Context: an optimization exercise on an open-source flow, tuned for small area, a short achievable clock period and few clock cycles. The choices shown serve that exercise and are no tape-out recipe.
No functional check of the RTL was part of any run shown here.
Power figures rest on the tool's default switching activity, not on a simulated workload.

==> flow/design.v <==
module triangle (clk, reset, nt, xi, yi, busy, po, xo, yo);
   input clk, reset, nt;
   input [2:0] xi, yi;
   output reg busy, po;
   output reg [2:0] xo, yo;
reg [1:0] ld;            
reg [2:0] Y2;
reg [2:0] YM;            
reg       lr;            
reg [2:0] XB;            
reg [2:0] W;             
reg       rt;            
reg [2:0] xe;            
reg [2:0] svl, svh;      
reg       fresh;         
reg [2:0] n, dou, din;
reg       up;
function [2:0] fdiv;
   input [2:0] w, n, d;
   begin
      case ({w, n, d})
      9'd1: fdiv = 3'd0;
      9'd2: fdiv = 3'd0;
      9'd3: fdiv = 3'd0;
      9'd4: fdiv = 3'd0;
      9'd5: fdiv = 3'd0;
      9'd6: fdiv = 3'd0;
      9'd7: fdiv = 3'd0;
      9'd9: fdiv = 3'd0;
      9'd10: fdiv = 3'd0;
      9'd11: fdiv = 3'd0;
      9'd12: fdiv = 3'd0;
      9'd13: fdiv = 3'd0;
      9'd14: fdiv = 3'd0;
      9'd15: fdiv = 3'd0;
      9'd18: fdiv = 3'd0;
      9'd19: fdiv = 3'd0;
      9'd20: fdiv = 3'd0;
      9'd21: fdiv = 3'd0;
      9'd22: fdiv = 3'd0;
      9'd23: fdiv = 3'd0;
      9'd27: fdiv = 3'd0;
      9'd28: fdiv = 3'd0;
      9'd29: fdiv = 3'd0;
      9'd30: fdiv = 3'd0;
      9'd31: fdiv = 3'd0;
      9'd36: fdiv = 3'd0;
      9'd37: fdiv = 3'd0;
      9'd38: fdiv = 3'd0;
      9'd39: fdiv = 3'd0;
      9'd45: fdiv = 3'd0;
      9'd46: fdiv = 3'd0;
      9'd47: fdiv = 3'd0;
      9'd54: fdiv = 3'd0;
      9'd55: fdiv = 3'd0;
      9'd63: fdiv = 3'd0;
      9'd65: fdiv = 3'd0;
      9'd66: fdiv = 3'd0;
      9'd67: fdiv = 3'd0;
      9'd68: fdiv = 3'd0;
      9'd69: fdiv = 3'd0;
      9'd70: fdiv = 3'd0;
      9'd71: fdiv = 3'd0;
      9'd73: fdiv = 3'd1;
      9'd74: fdiv = 3'd0;
      9'd75: fdiv = 3'd0;
      9'd76: fdiv = 3'd0;
      9'd77: fdiv = 3'd0;
      9'd78: fdiv = 3'd0;
      9'd79: fdiv = 3'd0;
      9'd82: fdiv = 3'd1;
      9'd83: fdiv = 3'd0;
      9'd84: fdiv = 3'd0;
      9'd85: fdiv = 3'd0;
      9'd86: fdiv = 3'd0;
      9'd87: fdiv = 3'd0;
      9'd91: fdiv = 3'd1;
      9'd92: fdiv = 3'd0;
      9'd93: fdiv = 3'd0;
      9'd94: fdiv = 3'd0;
      9'd95: fdiv = 3'd0;
      9'd100: fdiv = 3'd1;
      9'd101: fdiv = 3'd0;
      9'd102: fdiv = 3'd0;
      9'd103: fdiv = 3'd0;
      9'd109: fdiv = 3'd1;
      9'd110: fdiv = 3'd0;
      9'd111: fdiv = 3'd0;
      9'd118: fdiv = 3'd1;
      9'd119: fdiv = 3'd0;
      9'd127: fdiv = 3'd1;
      9'd129: fdiv = 3'd0;
      9'd130: fdiv = 3'd0;
      9'd131: fdiv = 3'd0;
      9'd132: fdiv = 3'd0;
      9'd133: fdiv = 3'd0;
      9'd134: fdiv = 3'd0;
      9'd135: fdiv = 3'd0;
      9'd137: fdiv = 3'd2;
      9'd138: fdiv = 3'd1;
      9'd139: fdiv = 3'd0;
      9'd140: fdiv = 3'd0;
      9'd141: fdiv = 3'd0;
      9'd142: fdiv = 3'd0;
      9'd143: fdiv = 3'd0;
      9'd146: fdiv = 3'd2;
      9'd147: fdiv = 3'd1;
      9'd148: fdiv = 3'd1;
      9'd149: fdiv = 3'd0;
      9'd150: fdiv = 3'd0;
      9'd151: fdiv = 3'd0;
      9'd155: fdiv = 3'd2;
      9'd156: fdiv = 3'd1;
      9'd157: fdiv = 3'd1;
      9'd158: fdiv = 3'd1;
      9'd159: fdiv = 3'd0;
      9'd164: fdiv = 3'd2;
      9'd165: fdiv = 3'd1;
      9'd166: fdiv = 3'd1;
      9'd167: fdiv = 3'd1;
      9'd173: fdiv = 3'd2;
      9'd174: fdiv = 3'd1;
      9'd175: fdiv = 3'd1;
      9'd182: fdiv = 3'd2;
      9'd183: fdiv = 3'd1;
      9'd191: fdiv = 3'd2;
      9'd193: fdiv = 3'd0;
      9'd194: fdiv = 3'd0;
      9'd195: fdiv = 3'd0;
      9'd196: fdiv = 3'd0;
      9'd197: fdiv = 3'd0;
      9'd198: fdiv = 3'd0;
      9'd199: fdiv = 3'd0;
      9'd201: fdiv = 3'd3;
      9'd202: fdiv = 3'd1;
      9'd203: fdiv = 3'd1;
      9'd204: fdiv = 3'd0;
      9'd205: fdiv = 3'd0;
      9'd206: fdiv = 3'd0;
      9'd207: fdiv = 3'd0;
      9'd210: fdiv = 3'd3;
      9'd211: fdiv = 3'd2;
      9'd212: fdiv = 3'd1;
      9'd213: fdiv = 3'd1;
      9'd214: fdiv = 3'd1;
      9'd215: fdiv = 3'd0;
      9'd219: fdiv = 3'd3;
      9'd220: fdiv = 3'd2;
      9'd221: fdiv = 3'd1;
      9'd222: fdiv = 3'd1;
      9'd223: fdiv = 3'd1;
      9'd228: fdiv = 3'd3;
      9'd229: fdiv = 3'd2;
      9'd230: fdiv = 3'd2;
      9'd231: fdiv = 3'd1;
      9'd237: fdiv = 3'd3;
      9'd238: fdiv = 3'd2;
      9'd239: fdiv = 3'd2;
      9'd246: fdiv = 3'd3;
      9'd247: fdiv = 3'd2;
      9'd255: fdiv = 3'd3;
      9'd257: fdiv = 3'd0;
      9'd258: fdiv = 3'd0;
      9'd259: fdiv = 3'd0;
      9'd260: fdiv = 3'd0;
      9'd261: fdiv = 3'd0;
      9'd262: fdiv = 3'd0;
      9'd263: fdiv = 3'd0;
      9'd265: fdiv = 3'd4;
      9'd266: fdiv = 3'd2;
      9'd267: fdiv = 3'd1;
      9'd268: fdiv = 3'd1;
      9'd269: fdiv = 3'd0;
      9'd270: fdiv = 3'd0;
      9'd271: fdiv = 3'd0;
      9'd274: fdiv = 3'd4;
      9'd275: fdiv = 3'd2;
      9'd276: fdiv = 3'd2;
      9'd277: fdiv = 3'd1;
      9'd278: fdiv = 3'd1;
      9'd279: fdiv = 3'd1;
      9'd283: fdiv = 3'd4;
      9'd284: fdiv = 3'd3;
      9'd285: fdiv = 3'd2;
      9'd286: fdiv = 3'd2;
      9'd287: fdiv = 3'd1;
      9'd292: fdiv = 3'd4;
      9'd293: fdiv = 3'd3;
      9'd294: fdiv = 3'd2;
      9'd295: fdiv = 3'd2;
      9'd301: fdiv = 3'd4;
      9'd302: fdiv = 3'd3;
      9'd303: fdiv = 3'd2;
      9'd310: fdiv = 3'd4;
      9'd311: fdiv = 3'd3;
      9'd319: fdiv = 3'd4;
      9'd321: fdiv = 3'd0;
      9'd322: fdiv = 3'd0;
      9'd323: fdiv = 3'd0;
      9'd324: fdiv = 3'd0;
      9'd325: fdiv = 3'd0;
      9'd326: fdiv = 3'd0;
      9'd327: fdiv = 3'd0;
      9'd329: fdiv = 3'd5;
      9'd330: fdiv = 3'd2;
      9'd331: fdiv = 3'd1;
      9'd332: fdiv = 3'd1;
      9'd333: fdiv = 3'd1;
      9'd334: fdiv = 3'd0;
      9'd335: fdiv = 3'd0;
      9'd338: fdiv = 3'd5;
      9'd339: fdiv = 3'd3;
      9'd340: fdiv = 3'd2;
      9'd341: fdiv = 3'd2;
      9'd342: fdiv = 3'd1;
      9'd343: fdiv = 3'd1;
      9'd347: fdiv = 3'd5;
      9'd348: fdiv = 3'd3;
      9'd349: fdiv = 3'd3;
      9'd350: fdiv = 3'd2;
      9'd351: fdiv = 3'd2;
      9'd356: fdiv = 3'd5;
      9'd357: fdiv = 3'd4;
      9'd358: fdiv = 3'd3;
      9'd359: fdiv = 3'd2;
      9'd365: fdiv = 3'd5;
      9'd366: fdiv = 3'd4;
      9'd367: fdiv = 3'd3;
      9'd374: fdiv = 3'd5;
      9'd375: fdiv = 3'd4;
      9'd383: fdiv = 3'd5;
      9'd385: fdiv = 3'd0;
      9'd386: fdiv = 3'd0;
      9'd387: fdiv = 3'd0;
      9'd388: fdiv = 3'd0;
      9'd389: fdiv = 3'd0;
      9'd390: fdiv = 3'd0;
      9'd391: fdiv = 3'd0;
      9'd393: fdiv = 3'd6;
      9'd394: fdiv = 3'd3;
      9'd395: fdiv = 3'd2;
      9'd396: fdiv = 3'd1;
      9'd397: fdiv = 3'd1;
      9'd398: fdiv = 3'd1;
      9'd399: fdiv = 3'd0;
      9'd402: fdiv = 3'd6;
      9'd403: fdiv = 3'd4;
      9'd404: fdiv = 3'd3;
      9'd405: fdiv = 3'd2;
      9'd406: fdiv = 3'd2;
      9'd407: fdiv = 3'd1;
      9'd411: fdiv = 3'd6;
      9'd412: fdiv = 3'd4;
      9'd413: fdiv = 3'd3;
      9'd414: fdiv = 3'd3;
      9'd415: fdiv = 3'd2;
      9'd420: fdiv = 3'd6;
      9'd421: fdiv = 3'd4;
      9'd422: fdiv = 3'd4;
      9'd423: fdiv = 3'd3;
      9'd429: fdiv = 3'd6;
      9'd430: fdiv = 3'd5;
      9'd431: fdiv = 3'd4;
      9'd438: fdiv = 3'd6;
      9'd439: fdiv = 3'd5;
      9'd447: fdiv = 3'd6;
      9'd449: fdiv = 3'd0;
      9'd450: fdiv = 3'd0;
      9'd451: fdiv = 3'd0;
      9'd452: fdiv = 3'd0;
      9'd453: fdiv = 3'd0;
      9'd454: fdiv = 3'd0;
      9'd455: fdiv = 3'd0;
      9'd457: fdiv = 3'd7;
      9'd458: fdiv = 3'd3;
      9'd459: fdiv = 3'd2;
      9'd460: fdiv = 3'd1;
      9'd461: fdiv = 3'd1;
      9'd462: fdiv = 3'd1;
      9'd463: fdiv = 3'd1;
      9'd466: fdiv = 3'd7;
      9'd467: fdiv = 3'd4;
      9'd468: fdiv = 3'd3;
      9'd469: fdiv = 3'd2;
      9'd470: fdiv = 3'd2;
      9'd471: fdiv = 3'd2;
      9'd475: fdiv = 3'd7;
      9'd476: fdiv = 3'd5;
      9'd477: fdiv = 3'd4;
      9'd478: fdiv = 3'd3;
      9'd479: fdiv = 3'd3;
      9'd484: fdiv = 3'd7;
      9'd485: fdiv = 3'd5;
      9'd486: fdiv = 3'd4;
      9'd487: fdiv = 3'd4;
      9'd493: fdiv = 3'd7;
      9'd494: fdiv = 3'd5;
      9'd495: fdiv = 3'd5;
      9'd502: fdiv = 3'd7;
      9'd503: fdiv = 3'd6;
      9'd511: fdiv = 3'd7;
      default: fdiv = 3'bxxx;
      endcase
   end
endfunction
function [2:0] cdiv;
   input [2:0] w, n, d;
   begin
      case ({w, n, d})
      9'd1: cdiv = 3'd0;
      9'd2: cdiv = 3'd0;
      9'd3: cdiv = 3'd0;
      9'd4: cdiv = 3'd0;
      9'd5: cdiv = 3'd0;
      9'd6: cdiv = 3'd0;
      9'd7: cdiv = 3'd0;
      9'd9: cdiv = 3'd0;
      9'd10: cdiv = 3'd0;
      9'd11: cdiv = 3'd0;
      9'd12: cdiv = 3'd0;
      9'd13: cdiv = 3'd0;
      9'd14: cdiv = 3'd0;
      9'd15: cdiv = 3'd0;
      9'd18: cdiv = 3'd0;
      9'd19: cdiv = 3'd0;
      9'd20: cdiv = 3'd0;
      9'd21: cdiv = 3'd0;
      9'd22: cdiv = 3'd0;
      9'd23: cdiv = 3'd0;
      9'd27: cdiv = 3'd0;
      9'd28: cdiv = 3'd0;
      9'd29: cdiv = 3'd0;
      9'd30: cdiv = 3'd0;
      9'd31: cdiv = 3'd0;
      9'd36: cdiv = 3'd0;
      9'd37: cdiv = 3'd0;
      9'd38: cdiv = 3'd0;
      9'd39: cdiv = 3'd0;
      9'd45: cdiv = 3'd0;
      9'd46: cdiv = 3'd0;
      9'd47: cdiv = 3'd0;
      9'd54: cdiv = 3'd0;
      9'd55: cdiv = 3'd0;
      9'd63: cdiv = 3'd0;
      9'd65: cdiv = 3'd0;
      9'd66: cdiv = 3'd0;
      9'd67: cdiv = 3'd0;
      9'd68: cdiv = 3'd0;
      9'd69: cdiv = 3'd0;
      9'd70: cdiv = 3'd0;
      9'd71: cdiv = 3'd0;
      9'd73: cdiv = 3'd1;
      9'd74: cdiv = 3'd1;
      9'd75: cdiv = 3'd1;
      9'd76: cdiv = 3'd1;
      9'd77: cdiv = 3'd1;
      9'd78: cdiv = 3'd1;
      9'd79: cdiv = 3'd1;
      9'd82: cdiv = 3'd1;
      9'd83: cdiv = 3'd1;
      9'd84: cdiv = 3'd1;
      9'd85: cdiv = 3'd1;
      9'd86: cdiv = 3'd1;
      9'd87: cdiv = 3'd1;
      9'd91: cdiv = 3'd1;
      9'd92: cdiv = 3'd1;
      9'd93: cdiv = 3'd1;
      9'd94: cdiv = 3'd1;
      9'd95: cdiv = 3'd1;
      9'd100: cdiv = 3'd1;
      9'd101: cdiv = 3'd1;
      9'd102: cdiv = 3'd1;
      9'd103: cdiv = 3'd1;
      9'd109: cdiv = 3'd1;
      9'd110: cdiv = 3'd1;
      9'd111: cdiv = 3'd1;
      9'd118: cdiv = 3'd1;
      9'd119: cdiv = 3'd1;
      9'd127: cdiv = 3'd1;
      9'd129: cdiv = 3'd0;
      9'd130: cdiv = 3'd0;
      9'd131: cdiv = 3'd0;
      9'd132: cdiv = 3'd0;
      9'd133: cdiv = 3'd0;
      9'd134: cdiv = 3'd0;
      9'd135: cdiv = 3'd0;
      9'd137: cdiv = 3'd2;
      9'd138: cdiv = 3'd1;
      9'd139: cdiv = 3'd1;
      9'd140: cdiv = 3'd1;
      9'd141: cdiv = 3'd1;
      9'd142: cdiv = 3'd1;
      9'd143: cdiv = 3'd1;
      9'd146: cdiv = 3'd2;
      9'd147: cdiv = 3'd2;
      9'd148: cdiv = 3'd1;
      9'd149: cdiv = 3'd1;
      9'd150: cdiv = 3'd1;
      9'd151: cdiv = 3'd1;
      9'd155: cdiv = 3'd2;
      9'd156: cdiv = 3'd2;
      9'd157: cdiv = 3'd2;
      9'd158: cdiv = 3'd1;
      9'd159: cdiv = 3'd1;
      9'd164: cdiv = 3'd2;
      9'd165: cdiv = 3'd2;
      9'd166: cdiv = 3'd2;
      9'd167: cdiv = 3'd2;
      9'd173: cdiv = 3'd2;
      9'd174: cdiv = 3'd2;
      9'd175: cdiv = 3'd2;
      9'd182: cdiv = 3'd2;
      9'd183: cdiv = 3'd2;
      9'd191: cdiv = 3'd2;
      9'd193: cdiv = 3'd0;
      9'd194: cdiv = 3'd0;
      9'd195: cdiv = 3'd0;
      9'd196: cdiv = 3'd0;
      9'd197: cdiv = 3'd0;
      9'd198: cdiv = 3'd0;
      9'd199: cdiv = 3'd0;
      9'd201: cdiv = 3'd3;
      9'd202: cdiv = 3'd2;
      9'd203: cdiv = 3'd1;
      9'd204: cdiv = 3'd1;
      9'd205: cdiv = 3'd1;
      9'd206: cdiv = 3'd1;
      9'd207: cdiv = 3'd1;
      9'd210: cdiv = 3'd3;
      9'd211: cdiv = 3'd2;
      9'd212: cdiv = 3'd2;
      9'd213: cdiv = 3'd2;
      9'd214: cdiv = 3'd1;
      9'd215: cdiv = 3'd1;
      9'd219: cdiv = 3'd3;
      9'd220: cdiv = 3'd3;
      9'd221: cdiv = 3'd2;
      9'd222: cdiv = 3'd2;
      9'd223: cdiv = 3'd2;
      9'd228: cdiv = 3'd3;
      9'd229: cdiv = 3'd3;
      9'd230: cdiv = 3'd2;
      9'd231: cdiv = 3'd2;
      9'd237: cdiv = 3'd3;
      9'd238: cdiv = 3'd3;
      9'd239: cdiv = 3'd3;
      9'd246: cdiv = 3'd3;
      9'd247: cdiv = 3'd3;
      9'd255: cdiv = 3'd3;
      9'd257: cdiv = 3'd0;
      9'd258: cdiv = 3'd0;
      9'd259: cdiv = 3'd0;
      9'd260: cdiv = 3'd0;
      9'd261: cdiv = 3'd0;
      9'd262: cdiv = 3'd0;
      9'd263: cdiv = 3'd0;
      9'd265: cdiv = 3'd4;
      9'd266: cdiv = 3'd2;
      9'd267: cdiv = 3'd2;
      9'd268: cdiv = 3'd1;
      9'd269: cdiv = 3'd1;
      9'd270: cdiv = 3'd1;
      9'd271: cdiv = 3'd1;
      9'd274: cdiv = 3'd4;
      9'd275: cdiv = 3'd3;
      9'd276: cdiv = 3'd2;
      9'd277: cdiv = 3'd2;
      9'd278: cdiv = 3'd2;
      9'd279: cdiv = 3'd2;
      9'd283: cdiv = 3'd4;
      9'd284: cdiv = 3'd3;
      9'd285: cdiv = 3'd3;
      9'd286: cdiv = 3'd2;
      9'd287: cdiv = 3'd2;
      9'd292: cdiv = 3'd4;
      9'd293: cdiv = 3'd4;
      9'd294: cdiv = 3'd3;
      9'd295: cdiv = 3'd3;
      9'd301: cdiv = 3'd4;
      9'd302: cdiv = 3'd4;
      9'd303: cdiv = 3'd3;
      9'd310: cdiv = 3'd4;
      9'd311: cdiv = 3'd4;
      9'd319: cdiv = 3'd4;
      9'd321: cdiv = 3'd0;
      9'd322: cdiv = 3'd0;
      9'd323: cdiv = 3'd0;
      9'd324: cdiv = 3'd0;
      9'd325: cdiv = 3'd0;
      9'd326: cdiv = 3'd0;
      9'd327: cdiv = 3'd0;
      9'd329: cdiv = 3'd5;
      9'd330: cdiv = 3'd3;
      9'd331: cdiv = 3'd2;
      9'd332: cdiv = 3'd2;
      9'd333: cdiv = 3'd1;
      9'd334: cdiv = 3'd1;
      9'd335: cdiv = 3'd1;
      9'd338: cdiv = 3'd5;
      9'd339: cdiv = 3'd4;
      9'd340: cdiv = 3'd3;
      9'd341: cdiv = 3'd2;
      9'd342: cdiv = 3'd2;
      9'd343: cdiv = 3'd2;
      9'd347: cdiv = 3'd5;
      9'd348: cdiv = 3'd4;
      9'd349: cdiv = 3'd3;
      9'd350: cdiv = 3'd3;
      9'd351: cdiv = 3'd3;
      9'd356: cdiv = 3'd5;
      9'd357: cdiv = 3'd4;
      9'd358: cdiv = 3'd4;
      9'd359: cdiv = 3'd3;
      9'd365: cdiv = 3'd5;
      9'd366: cdiv = 3'd5;
      9'd367: cdiv = 3'd4;
      9'd374: cdiv = 3'd5;
      9'd375: cdiv = 3'd5;
      9'd383: cdiv = 3'd5;
      9'd385: cdiv = 3'd0;
      9'd386: cdiv = 3'd0;
      9'd387: cdiv = 3'd0;
      9'd388: cdiv = 3'd0;
      9'd389: cdiv = 3'd0;
      9'd390: cdiv = 3'd0;
      9'd391: cdiv = 3'd0;
      9'd393: cdiv = 3'd6;
      9'd394: cdiv = 3'd3;
      9'd395: cdiv = 3'd2;
      9'd396: cdiv = 3'd2;
      9'd397: cdiv = 3'd2;
      9'd398: cdiv = 3'd1;
      9'd399: cdiv = 3'd1;
      9'd402: cdiv = 3'd6;
      9'd403: cdiv = 3'd4;
      9'd404: cdiv = 3'd3;
      9'd405: cdiv = 3'd3;
      9'd406: cdiv = 3'd2;
      9'd407: cdiv = 3'd2;
      9'd411: cdiv = 3'd6;
      9'd412: cdiv = 3'd5;
      9'd413: cdiv = 3'd4;
      9'd414: cdiv = 3'd3;
      9'd415: cdiv = 3'd3;
      9'd420: cdiv = 3'd6;
      9'd421: cdiv = 3'd5;
      9'd422: cdiv = 3'd4;
      9'd423: cdiv = 3'd4;
      9'd429: cdiv = 3'd6;
      9'd430: cdiv = 3'd5;
      9'd431: cdiv = 3'd5;
      9'd438: cdiv = 3'd6;
      9'd439: cdiv = 3'd6;
      9'd447: cdiv = 3'd6;
      9'd449: cdiv = 3'd0;
      9'd450: cdiv = 3'd0;
      9'd451: cdiv = 3'd0;
      9'd452: cdiv = 3'd0;
      9'd453: cdiv = 3'd0;
      9'd454: cdiv = 3'd0;
      9'd455: cdiv = 3'd0;
      9'd457: cdiv = 3'd7;
      9'd458: cdiv = 3'd4;
      9'd459: cdiv = 3'd3;
      9'd460: cdiv = 3'd2;
      9'd461: cdiv = 3'd2;
      9'd462: cdiv = 3'd2;
      9'd463: cdiv = 3'd1;
      9'd466: cdiv = 3'd7;
      9'd467: cdiv = 3'd5;
      9'd468: cdiv = 3'd4;
      9'd469: cdiv = 3'd3;
      9'd470: cdiv = 3'd3;
      9'd471: cdiv = 3'd2;
      9'd475: cdiv = 3'd7;
      9'd476: cdiv = 3'd6;
      9'd477: cdiv = 3'd5;
      9'd478: cdiv = 3'd4;
      9'd479: cdiv = 3'd3;
      9'd484: cdiv = 3'd7;
      9'd485: cdiv = 3'd6;
      9'd486: cdiv = 3'd5;
      9'd487: cdiv = 3'd4;
      9'd493: cdiv = 3'd7;
      9'd494: cdiv = 3'd6;
      9'd495: cdiv = 3'd5;
      9'd502: cdiv = 3'd7;
      9'd503: cdiv = 3'd6;
      9'd511: cdiv = 3'd7;
      default: cdiv = 3'bxxx;
      endcase
   end
endfunction
function [2:0] add3;
   input [2:0] a, b;
   begin
      add3 = a + b;
   end
endfunction
function [2:0] sub3;
   input [2:0] a, b;
   begin
      sub3 = a - b;
   end
endfunction
function gt3;
   input [2:0] a, b;
   begin
      gt3 = (a[2] & ~b[2]) | (~(a[2] ^ b[2]) & ((a[1] & ~b[1]) | (~(a[1] ^ b[1]) & a[0] & ~b[0])));
   end
endfunction
function [2:0] absd3;
   input [2:0] a, b;
   begin
      absd3 = (a > b) ? a - b : b - a;
   end
endfunction
function [2:0] subp3;
   input [2:0] a, b;
   begin
      subp3 = (a > b) ? a - b : 3'd0;
   end
endfunction
wire       run  = ld == 2'd3;
wire       adv  = run && !fresh && xo == xe;    
wire       sem  = gt3(svl, svh);                
wire [2:0] slo  = add3(XB, rt ? svh : svl) ^ {3{rt}};
wire [2:0] shi  = add3(XB, rt ? svl : svh) ^ {3{rt}};
wire       tip  = gt3(din, n);                  
wire [2:0] vlo  = cdiv(W, n, dou);
wire [2:0] vhi  = tip ? fdiv(W, n, din) : W;
wire       nz   = n == 3'd0;
wire       eq12 = up && din == 3'd0;            
wire       take = adv || (fresh && (run || (ld == 2'd2 && !up)));
wire [2:0] ybas = (ld == 2'd1) ? yo : Y2;
wire [2:0] dyu  = sub3(yi, ybas);
wire [2:0] dyd  = sub3(ybas, yi);
wire       yigt = gt3(yi, ybas);
always @(posedge clk or posedge reset) begin
   if (reset) begin
      busy <= 1'b0; po <= 1'b0; ld <= 2'd0;
   end else if (ld == 2'd0) begin
      po <= 1'b0;
      if (nt) begin
         busy <= 1'b1; ld <= 2'd1;
      end
   end else if (ld == 2'd1) begin
      ld <= 2'd2; po <= 1'b1;
   end else if (ld == 2'd2) begin
      ld <= 2'd3;
      po <= eq12;                     
   end else begin
      if (xo != xe) begin
         po <= 1'b1;
         if (lr && add3(xo, 3'd1) == xe) begin
            busy <= 1'b0; ld <= 2'd0;
         end
      end else if (fresh) begin
         po <= 1'b0;
      end else begin
         po <= !sem;
         if (!sem && svl == svh && yo == YM) begin
            busy <= 1'b0; ld <= 2'd0;
         end
      end
   end
end
always @(posedge clk) begin
   if (fresh || adv) begin
      svl <= vlo; svh <= vhi;
   end
   if (take) begin
      n  <= (up || nz) ? add3(n, 3'd1) : sub3(n, 3'd1);
      up <= up || nz;
   end
   if (ld == 2'd0) begin
      xo <= xi; yo <= yi;             
   end else if (ld == 2'd1) begin
      W  <= absd3(xi, xo);
      rt <= gt3(xi, xo);
      XB <= gt3(xi, xo) ? ~xi : xi; Y2 <= yi; YM <= 3'd7; lr <= 1'b0;
      fresh <= 1'b1;
      if (yigt) begin                 
         up <= 1'b0; n <= add3(yi, ~yo); dou <= dyu; din <= 3'd0;
      end else begin                  
         up <= 1'b1; n <= 3'd1; din <= dyd;
      end
      if (gt3(yo, yi)) begin
         xo <= xi; xe <= xi; yo <= yi;
      end else if (yi == yo) begin
         xo <= gt3(xi, xo) ? xo : xi; xe <= gt3(xi, xo) ? xi : xo;
      end else begin
         xe <= xo;
      end
   end else if (ld == 2'd2) begin
      YM <= sub3(yigt ? yi : Y2, 3'd1);
      if (up || nz) dou <= dyu;
      if (up) begin
      end else if (nz) din <= 3'd0;   
      else din <= yigt ? 3'd0 : dyd;
      fresh <= up;
      if (eq12) xo <= add3(xo, 3'd1);
   end else begin
      if (take && !up && nz) begin    
         dou <= sub3(add3(YM, 3'd1), Y2); din <= 3'd0;
      end
      fresh <= 1'b0;
      if (xo != xe) begin
         xo <= add3(xo, 3'd1);
      end else if (!fresh) begin
         yo <= add3(yo, 3'd1);
         lr <= yo == YM;
         xe <= shi;
         xo <= sem ? shi : slo;
      end
   end
end
endmodule
==> flow/flow/run.sh <==
#!/bin/bash
# The standard layout (standard.sh) with two synthesis changes, neither of
# which touches a register:
#  1. no adder cell mapping (ADDER_MAP_FILE empty);
#  2. after the standard synthesis, the combinational cells are mapped again by
#     abc with an area script (flow/resynth.tcl); every flip-flop instance is
#     kept as it is, with its name and cell type.
set -euo pipefail
B=$PWD/orfs/results/sky130hd/triangle/base
bash standard.sh ADDER_MAP_FILE= $B/1_2_yosys.v > standard_synth.log 2>&1
cp $B/1_2_yosys.v yosys_standard.v
DONT_USE="$(grep -o -- '-dont_use [^ ]*' orfs/logs/sky130hd/triangle/base/1_2_yosys.log | sort -u | tr '\n' ' ')" \
  IN=$PWD/yosys_standard.v OUT=$PWD/yosys_resynth.v \
  yosys -c flow/resynth.tcl > resynth.log 2>&1
cp yosys_resynth.v $B/1_2_yosys.v
touch $B/1_2_yosys.v
bash standard.sh ADDER_MAP_FILE= finish > standard_flow.log 2>&1
==> flow/flow/resynth.tcl <==
# Map the combinational logic of the synthesized netlist again with abc.
# Flip-flops are black boxes here, so they keep their instance names and cells.
set lib $::env(FLOW_HOME)/platforms/sky130hd/lib/sky130_fd_sc_hd__tt_025C_1v80.lib
yosys read_liberty -ignore_miss_func $lib
yosys read_verilog $::env(IN)
yosys hierarchy -top triangle
foreach c [list dfrtp_1 dfxtp_1 edfxtp_1 dfstp_2 dfrtp_2 dfxtp_2 dfxtp_4 dfrtp_4 dfstp_1 dfstp_4 dfsbp_1 dfrbp_1 dfxbp_1 edfxbp_1] {
  yosys setattr -mod -set blackbox 1 sky130_fd_sc_hd__$c
}
yosys flatten
yosys opt_clean -purge
yosys delete t:\$scopeinfo
yosys abc -liberty $lib {*}$::env(DONT_USE) -script "+strash;&get -n;&deepsyn -T 30;&put;dch -f;map -B 0.9;topo;stime -c;buffer -c;upsize -c;dnsize -c" -D 2300
yosys opt_clean -purge
yosys stat -liberty $lib
yosys hierarchy -top triangle
yosys write_verilog -noattr -nohex -nodec $::env(OUT)
==> flow/standard.sh <==
#!/bin/bash
# synth_recipe.tcl (not shown) runs the flow's synth.tcl, then flattens the netlist and writes it again
# the make line also repeats each setting of config.mk as NAME=value (left out here)
make -C /OpenROAD-flow-scripts/flow DESIGN_CONFIG=/design/flow/config.mk WORK_HOME=/design/flow/orfs CLKGATE_MAP_FILE= SYNTH_SCRIPT=/design/flow/synth_recipe.tcl "${@:-finish}"
==> flow/config.mk <==
export PLATFORM = sky130hd
export DESIGN_NAME = triangle
export DESIGN_NICKNAME = triangle
export VERILOG_FILES = /design/flow/design.v
export SDC_FILE = /design/flow/constraint.sdc
export NUM_CORES = 4
export LEC_CHECK = 0
export ABC_AREA = 1
export CAP_MARGIN = 20
export CORE_MARGIN = 2
export CORE_UTILIZATION = 65
export SETUP_SLACK_MARGIN = 3.7
export SLEW_MARGIN = 20
==> flow/constraint.sdc <==
create_clock -name core_clock -period 6.0 [get_ports {clk}]
set_input_delay 1.2000 -clock core_clock [delete_from_list [all_inputs] [get_ports {clk}]]
set_output_delay 1.2000 -clock core_clock [all_outputs]
set_load 0.01 [all_outputs]
==> notes.md, run 1 <==
status - timing/DRC/antenna clean
routed wire length - 9330 um
skew final - 0.00733 ns
root buf cell - clkbuf_8
fin cells - 622
post-layout instance area - 4120 um2
Die Y - 78.0 um
Fin. Hold Viols - 0
Ys Warns - 1
commonest non-fill, non-tap cell in the layout - nand2_1
GRT Util Overall - 30.5%
# clock sinks - 44
Final Setup Violations - 0
clock tree from TritonCTS - built
reg2reg setup slack - 3.84 ns
Die Width - 78.0 um
initial antenna violation count - 0
CP max stage cell - o21ai_2
vias per cell - 5.86
share of cells above drive strength 1 - 17.0%
Avg Cell Area, Syn - 6.96 um2
Critical Path AT - 2.23 ns
critical path, cell by cell - buf_4, inv_4, nor2_4, inv_1, nand2_1, nand2_1, nand2_1, nor2_1, inv_1, nand2_1, inv_1, o21ai_2
Register-to-Register Path Depth - 8
post-DR wirelength/cell - 15.0 um
fin crit share - 37.3%
routed vias - 3642
most frequent cells in the layout - nand2_1, inv_1, nor2_1, edfxtp_1, nand3_1
highest clock rate - 447 MHz
RePlAce Congestion - 0.980
total gr overflow - 0
maximum VDD drop - 0.000354 V
worst path bufs/invs - 5
family with the most delay on the worst path - simple AND/OR/NAND/NOR gates
drt drc - 0
cell area power density - 572 nW/um2
Slew HR - 56.1%
CP max stage delay - 0.20 ns
most frequent CP cell - nand2_1
antenna viol nets, final - 0
reg2reg start - xo[0]
Starting Density - 68.5%
# fillers - 383
number of global-route vias before repair - 3255
Worst Hold End - busy
CTS Hold Bufs - 0
Leak - 1.97 nW
hold wc startpoint - busy
Core Util, Final - 79.1%
PortBufs - 16
required time worst endpoint - 5.99 ns
DR pass1 iterations - 9
Syn Nets - 521
Core Area - 5200 um2
DP Cell Count - 596
CTS H-Tree Depth - 2
first-pass GRT wire length - 14900 um
Final min period - 2.24 ns
diode count - 0
RR Endpoint - din[1]
Num CTS Buffers - 5
# rows - 26
starting DRC count in detailed routing - 404
I/O pin count - 17
P&R area growth vs syn - 15.5%
placed cell areas - 3810 um2
hold depth - 2
clock latency (worst-skew pair) - 0.30 ns
largest net degree at the start of global routing - 25
Die Area - 6090 um2
worst hold path type - flip-flop to flip-flop
overall power - 2.35 mW
Final TNS setup - 0 ns
Final Max Tran Viols - 0
Synth Cell Area - 3560 um2
Critical Path Start Type - input port
crit path max fanout - 6
Worst Tran Pin Value - 0.657 ns
nets - 560
post-detail-place hpwl - 6620 um
RSZ-0062 raised after global routing - true
Mapped Cells - 512
Setup CP Type - input port to flip-flop
Max Root-Sink Buffers - 2
MaxCap Viol Count - 0
Worst setup EP type - flip-flop
clock slew at reported path FFs - 0.08 ns
-- per-stage QoR --
step	hold WS (ns)	worst slack [ns]
2_1_floorplan	0.534	3.68
3_3_place_gp	0.500	2.94
3_5_place_dp	0.504	2.88
4_1_cts	0.523	3.70
5_1_grt	0.551	3.67
6_report	0.523	3.76
-- timing repair --
action	in CTS	in global routing
pin swaps	8	13
endpoints found under the setup margin	39	20
setup buffers	14	4
gates resized for setup	36	36
-- metal layers --
| layer | track usage (%) | vias up | routed length (um) |
|---|---|---|---|
| li1 | - | 1776 | - |
| met1 | 40.4 | 1627 | 3760 |
| met2 | 51.9 | 205 | 4500 |
| met3 | 4.14 | 34 | 781 |
| met4 | 10.4 | 0 | 282 |
| met5 | 0 | - | 0 |
-- worst min-delay path, cell delays in order (launching register included) --
cell	delay, ns
dfrtp_1	0.35
nand3_1	0.08
nand2_1	0.06
-- worst max path at each step --
stage,from,to,slack [ns],cells after the start
2_1_floorplan,xi[1],W[1],3.68,7
3_3_place_gp,yi[0],xo[2],2.94,11
5_1_grt,yi[1],YM[2],3.67,15
6_report,yi[0],yo[0],3.76,12
3_5_place_dp,yi[0],xo[1],2.88,11
4_1_cts,xi[0],W[1],3.70,8
-- power breakdown --
group | internal (mW) | total [mW] | leakage (nW) | switching, mW
registers | 0.538 | 0.700 | 0.418 | 0.162
logic | 0.519 | 1.47 | 1.52 | 0.951
clock network | 0.0815 | 0.184 | 0.0412 | 0.103
total | 1.14 | 2.35 | 1.97 | 1.22
-- flip-flops by register name (all words and copies together), names as in the netlist, 2 cells and up --
signal	flops
W	3
XB	3
Y2	3
YM	3
din	3
dou	3
n	3
svh	3
svl	3
xe	3
xo	3
yo	3
ld	2
-- cell type report --
cell class | instances | area [um2] | share of cell area [%]
Inverter | 78 | 340 | 8.27
Clock inverter | 2 | 12.5 | 0.304
Sequential cell | 44 | 1260 | 30.7
Timing Repair Buffer | 34 | 278 | 6.75
Tap cell | 70 | 87.6 | 2.13
Multi-Input combinational cell | 388 | 2060 | 50.1
Clock buffer | 6 | 72.6 | 1.76
==> run 2: changes to the inputs <==
--- a/flow/design.v
+++ b/flow/design.v
@@ -6,6 +6,4 @@
 reg [1:0] ld;            
-reg [2:0] Y2;
+reg [2:0] X2, Y2;
 reg [2:0] YM;            
-reg       lr;            
-reg [2:0] XB;            
 reg [2:0] W;             
@@ -593,2 +591,66 @@
 endfunction
+function [2:0] qdiv;
+   input [2:0] w, d;
+   begin
+      case ({w, d})
+      6'd1: qdiv = 3'd0;
+      6'd2: qdiv = 3'd0;
+      6'd3: qdiv = 3'd0;
+      6'd4: qdiv = 3'd0;
+      6'd5: qdiv = 3'd0;
+      6'd6: qdiv = 3'd0;
+      6'd7: qdiv = 3'd0;
+      6'd9: qdiv = 3'd1;
+      6'd10: qdiv = 3'd0;
+      6'd11: qdiv = 3'd0;
+      6'd12: qdiv = 3'd0;
+      6'd13: qdiv = 3'd0;
+      6'd14: qdiv = 3'd0;
+      6'd15: qdiv = 3'd0;
+      6'd17: qdiv = 3'd2;
+      6'd18: qdiv = 3'd1;
+      6'd19: qdiv = 3'd0;
+      6'd20: qdiv = 3'd0;
+      6'd21: qdiv = 3'd0;
+      6'd22: qdiv = 3'd0;
+      6'd23: qdiv = 3'd0;
+      6'd25: qdiv = 3'd3;
+      6'd26: qdiv = 3'd1;
+      6'd27: qdiv = 3'd1;
+      6'd28: qdiv = 3'd0;
+      6'd29: qdiv = 3'd0;
+      6'd30: qdiv = 3'd0;
+      6'd31: qdiv = 3'd0;
+      6'd33: qdiv = 3'd4;
+      6'd34: qdiv = 3'd2;
+      6'd35: qdiv = 3'd1;
+      6'd36: qdiv = 3'd1;
+      6'd37: qdiv = 3'd0;
+      6'd38: qdiv = 3'd0;
+      6'd39: qdiv = 3'd0;
+      6'd41: qdiv = 3'd5;
+      6'd42: qdiv = 3'd2;
+      6'd43: qdiv = 3'd1;
+      6'd44: qdiv = 3'd1;
+      6'd45: qdiv = 3'd1;
+      6'd46: qdiv = 3'd0;
+      6'd47: qdiv = 3'd0;
+      6'd49: qdiv = 3'd6;
+      6'd50: qdiv = 3'd3;
+      6'd51: qdiv = 3'd2;
+      6'd52: qdiv = 3'd1;
+      6'd53: qdiv = 3'd1;
+      6'd54: qdiv = 3'd1;
+      6'd55: qdiv = 3'd0;
+      6'd57: qdiv = 3'd7;
+      6'd58: qdiv = 3'd3;
+      6'd59: qdiv = 3'd2;
+      6'd60: qdiv = 3'd1;
+      6'd61: qdiv = 3'd1;
+      6'd62: qdiv = 3'd1;
+      6'd63: qdiv = 3'd1;
+      default: qdiv = 3'bxxx;
+      endcase
+   end
+endfunction
 function [2:0] add3;
@@ -626,4 +688,4 @@
 wire       sem  = gt3(svl, svh);                
-wire [2:0] slo  = add3(XB, rt ? svh : svl) ^ {3{rt}};
-wire [2:0] shi  = add3(XB, rt ? svl : svh) ^ {3{rt}};
+wire [2:0] slo  = rt ? sub3(X2, svh) : add3(X2, svl);
+wire [2:0] shi  = rt ? sub3(X2, svl) : add3(X2, svh);
 wire       tip  = gt3(din, n);                  
@@ -632,4 +694,7 @@
 wire       nz   = n == 3'd0;
-wire       eq12 = up && din == 3'd0;            
-wire       take = adv || (fresh && (run || (ld == 2'd2 && !up)));
+wire       at2  = yo == Y2;                     
+wire       eq12 = at2 && din == 3'd0;           
+wire [2:0] q1   = qdiv(W, dou);
+wire       y3lo = !at2 && yi == add3(yo, 3'd1);
+wire       take = adv || (fresh && (run || (ld == 2'd2 && !up && !y3lo)));
 wire [2:0] ybas = (ld == 2'd1) ? yo : Y2;
@@ -650,3 +715,3 @@
       ld <= 2'd3;
-      po <= eq12;                     
+      po <= !at2 || eq12;             
    end else begin
@@ -654,3 +719,3 @@
          po <= 1'b1;
-         if (lr && add3(xo, 3'd1) == xe) begin
+         if (add3(xo, 3'd1) == xe && yo == YM) begin
             busy <= 1'b0; ld <= 2'd0;
@@ -661,3 +726,3 @@
          po <= !sem;
-         if (!sem && svl == svh && yo == YM) begin
+         if (!sem && svl == svh && add3(yo, 3'd1) == YM) begin
             busy <= 1'b0; ld <= 2'd0;
@@ -680,6 +745,8 @@
       rt <= gt3(xi, xo);
-      XB <= gt3(xi, xo) ? ~xi : xi; Y2 <= yi; YM <= 3'd7; lr <= 1'b0;
+      X2 <= xi; Y2 <= yi; YM <= 3'd7;
       fresh <= 1'b1;
       if (yigt) begin                 
-         up <= 1'b0; n <= add3(yi, ~yo); dou <= dyu; din <= 3'd0;
+         dou <= dyu; din <= 3'd0;
+         if (yi == add3(yo, 3'd1)) begin up <= 1'b1; n <= 3'd1; end
+         else begin up <= 1'b0; n <= sub3(dyu, 3'd2); end
       end else begin                  
@@ -695,12 +762,17 @@
    end else if (ld == 2'd2) begin
-      YM <= sub3(yigt ? yi : Y2, 3'd1);
-      if (up || nz) dou <= dyu;
+      YM <= yigt ? yi : Y2;
+      if (up || (nz && take)) dou <= dyu;
       if (up) begin
-      end else if (nz) din <= 3'd0;   
+      end else if (nz && take) din <= 3'd0;   
       else din <= yigt ? 3'd0 : dyd;
-      fresh <= up;
+      fresh <= up || y3lo;
       if (eq12) xo <= add3(xo, 3'd1);
+      else if (!at2) begin
+         yo <= add3(yo, 3'd1);
+         xo <= rt ? xo : sub3(xo, q1);
+         xe <= rt ? add3(xo, q1) : xo;
+      end
    end else begin
       if (take && !up && nz) begin    
-         dou <= sub3(add3(YM, 3'd1), Y2); din <= 3'd0;
+         dou <= sub3(YM, Y2); din <= 3'd0;
       end
@@ -711,3 +783,2 @@
          yo <= add3(yo, 3'd1);
-         lr <= yo == YM;
          xe <= shi;
==> run 2 against run 1 <==
Combinational power is 17% higher; largest power group unchanged; die area is 10% higher; sequential power hardly changed; still clean; critical path type is now flip-flop to output pin; area after synthesis is 11% higher; power is 11% higher; clock skew is 0.0037 ns higher.
==> notes.md, run 2 <==
status - timing/DRC/antenna clean
pre-CTS setup slack - 2.74 ns
worst hold path type - flip-flop to flip-flop
root buf cell - clkbuf_8
family with the most delay on the worst path - flip-flops
Avg Cell Area, Syn - 6.80 um2
cell area power density - 589 nW/um2
total gr overflow - 0
Die Area - 6710 um2
Core Area - 5890 um2
RSZ-0062 raised after global routing - true
P&R area growth vs syn - 12.4%
Final Max Tran Viols - 0
cell count along the critical path - 1
CP max stage delay - 0.43 ns
Die Width - 81.9 um
drt drc - 0
Register-to-Register Path Depth - 10
area of the multi-input gates - 2390 um2
GRT Util Overall - 35.2%
share of cells above drive strength 1 - 18.7%
routed wire length - 11000 um
Fin. Hold Viols - 0
Starting Density - 67.0%
Worst Tran Pin Value - 0.588 ns
# clock sinks - 43
Final TNS setup - 0 ns
PortBufs - 16
nets - 623
maximum VDD drop - 0.000396 V
crit path max fanout - 2
highest clock rate - 444 MHz
Synth Cell Area - 3940 um2
antenna viol nets, final - 0
commonest non-fill, non-tap cell in the layout - nand2_1
post-DR wirelength/cell - 16.0 um
Setup CP Type - flip-flop to output pin
Syn Nets - 589
largest net degree at the start of global routing - 21
CP max stage cell - edfxtp_1
Critical Path AT - 1.05 ns
Max Root-Sink Buffers - 2
Final min period - 2.25 ns
most frequent cells in the layout - nand2_1, nor2_1, inv_1, nand3_1, edfxtp_1
Critical Path Start Type - flip-flop
vias per cell - 6.07
initial antenna violation count - 0
Mapped Cells - 580
clock slew at reported path FFs - 0.09 ns
skew final - 0.0111 ns
first-pass GRT wire length - 17800 um
CTS H-Tree Depth - 2
I/O pin count - 17
number of global-route vias before repair - 3838
post-detail-place hpwl - 8130 um
Worst setup EP type - output pin
Ys Warns - 1
worst path bufs/invs - 1
fin worst setup slack - 3.75 ns
MaxCap Viol Count - 0
routed vias - 4186
# rows - 28
hold depth - 2
Slew HR - 60.5%
clock latency (worst-skew pair) - 0.31 ns
diode count - 0
required time worst endpoint - 4.80 ns
Leak - 2.09 nW
Num CTS Buffers - 5
RePlAce Congestion - 0.963
critical path, cell by cell - dlygate4sd2_1
clock tree from TritonCTS - built
Die Y - 81.9 um
fin crit share - 37.6%
starting DRC count in detailed routing - 646
# fillers - 475
Seq. cell area - 1240 um2
DR pass1 iterations - 6
Final Setup Violations - 0
## run 2: area by class of cell
class | count | share of cell area (%)
Sequential cell | 43 | 27.9
Tap cell | 75 | 2.12
Timing Repair Buffer | 30 | 5.64
Inverter | 87 | 8.52
Multi-Input combinational cell | 447 | 53.9
Clock inverter | 1 | 0.169
Clock buffer | 7 | 1.72
## run 2: worst register-to-register path, delay by kind of cell (launching register included)
kind	cells	cell delay, ns
AO/OA/AOI/OAI	1	0.22
buffers and inverters	2	0.30
flip-flops	1	0.62
AND/OR/NAND/NOR	7	0.76
## run 2: final timing paths
| check | start | to | slack (ns) |
|---|---|---|---|
| min in group asynchronous | reset | ld[0] | 1.07 |
| worst min-delay path | busy | busy | 0.58 |
| worst max register to register | ld[1] | dou[0] | 3.80 |
| max in group asynchronous | reset | ld[1] | 4.76 |
| worst min register to register | busy | busy | 0.58 |
| worst max-delay path | yo[0] | yo[0] | 3.75 |
## run 2: stage by stage
step	instances	hold slack, ns	util (%)	cell area [um2]	total power, mW
floorplan	580	0.537	-	3950	1.87
global placement	668	0.488	71.0	4180	2.22
detailed placement	668	0.494	71.0	4180	2.27
CTS	688	0.511	74.4	4380	2.51
global route	690	0.611	75.3	4430	2.82
finish	690	0.577	75.3	4430	2.61
## run 2: power by group
part / leakage, nW / switching [mW] / internal (mW)
Clock: 0.0385 / 0.106 / 0.0826
Sequential: 0.409 / 0.180 / 0.520
Combinational: 1.64 / 1.11 / 0.610
Total: 2.09 / 1.40 / 1.21
## run 2: routing by layer
layer  part of all wire, %  up-vias  GRT usage [%]  wire, um
met3                   8.2       50           5.05       904
li1                      -     1998              -         -
met1                    40     1905           44.5      4410
met4                   3.7        0           15.2       411
met2                    48      233           59.9      5290
met5                     0        -              0         0
## run 2: timing repair
item / 4_1_cts / 5_1_grt
pin swaps: 7 / 7
hold buffers: 0 / 0
resized for setup: 41 / 20
setup endpoints to repair: 37 / 31
setup buffers: 12 / 2

re-timing with driven ports:
No port has a modelled driver above. Below, the same layouts with a new extraction and two added sets of constraints.
Step 1 assumes that a clkbuf_16 drives the clock port and a buf_2 every other input.
Step 2 moves the port delays by t, midway between the first and last clock arrival at a register: inputs arrive t later, outputs are due t later. That takes back most of the time a late clock gives input paths.
Slacks: ideal ports / drivers / drivers and shift; pairs: ideal ports / drivers.
| run | shift t [ns] | setup WS [ns] | slew at the worst register clock pin (ns) |
|---|---|---|---|
| run 1 | 0.326 | 3.764 / 3.741 / 3.429 | 0.09 / 0.09 |
| run 2 | 0.334 | 3.746 / 3.714 / 3.413 | 0.09 / 0.09 |
After both steps setup and hold are still met in every run listed. The setup slack of run 1, which loses most, moves by -0.023 ns with the drivers and by -0.335 ns with both steps.
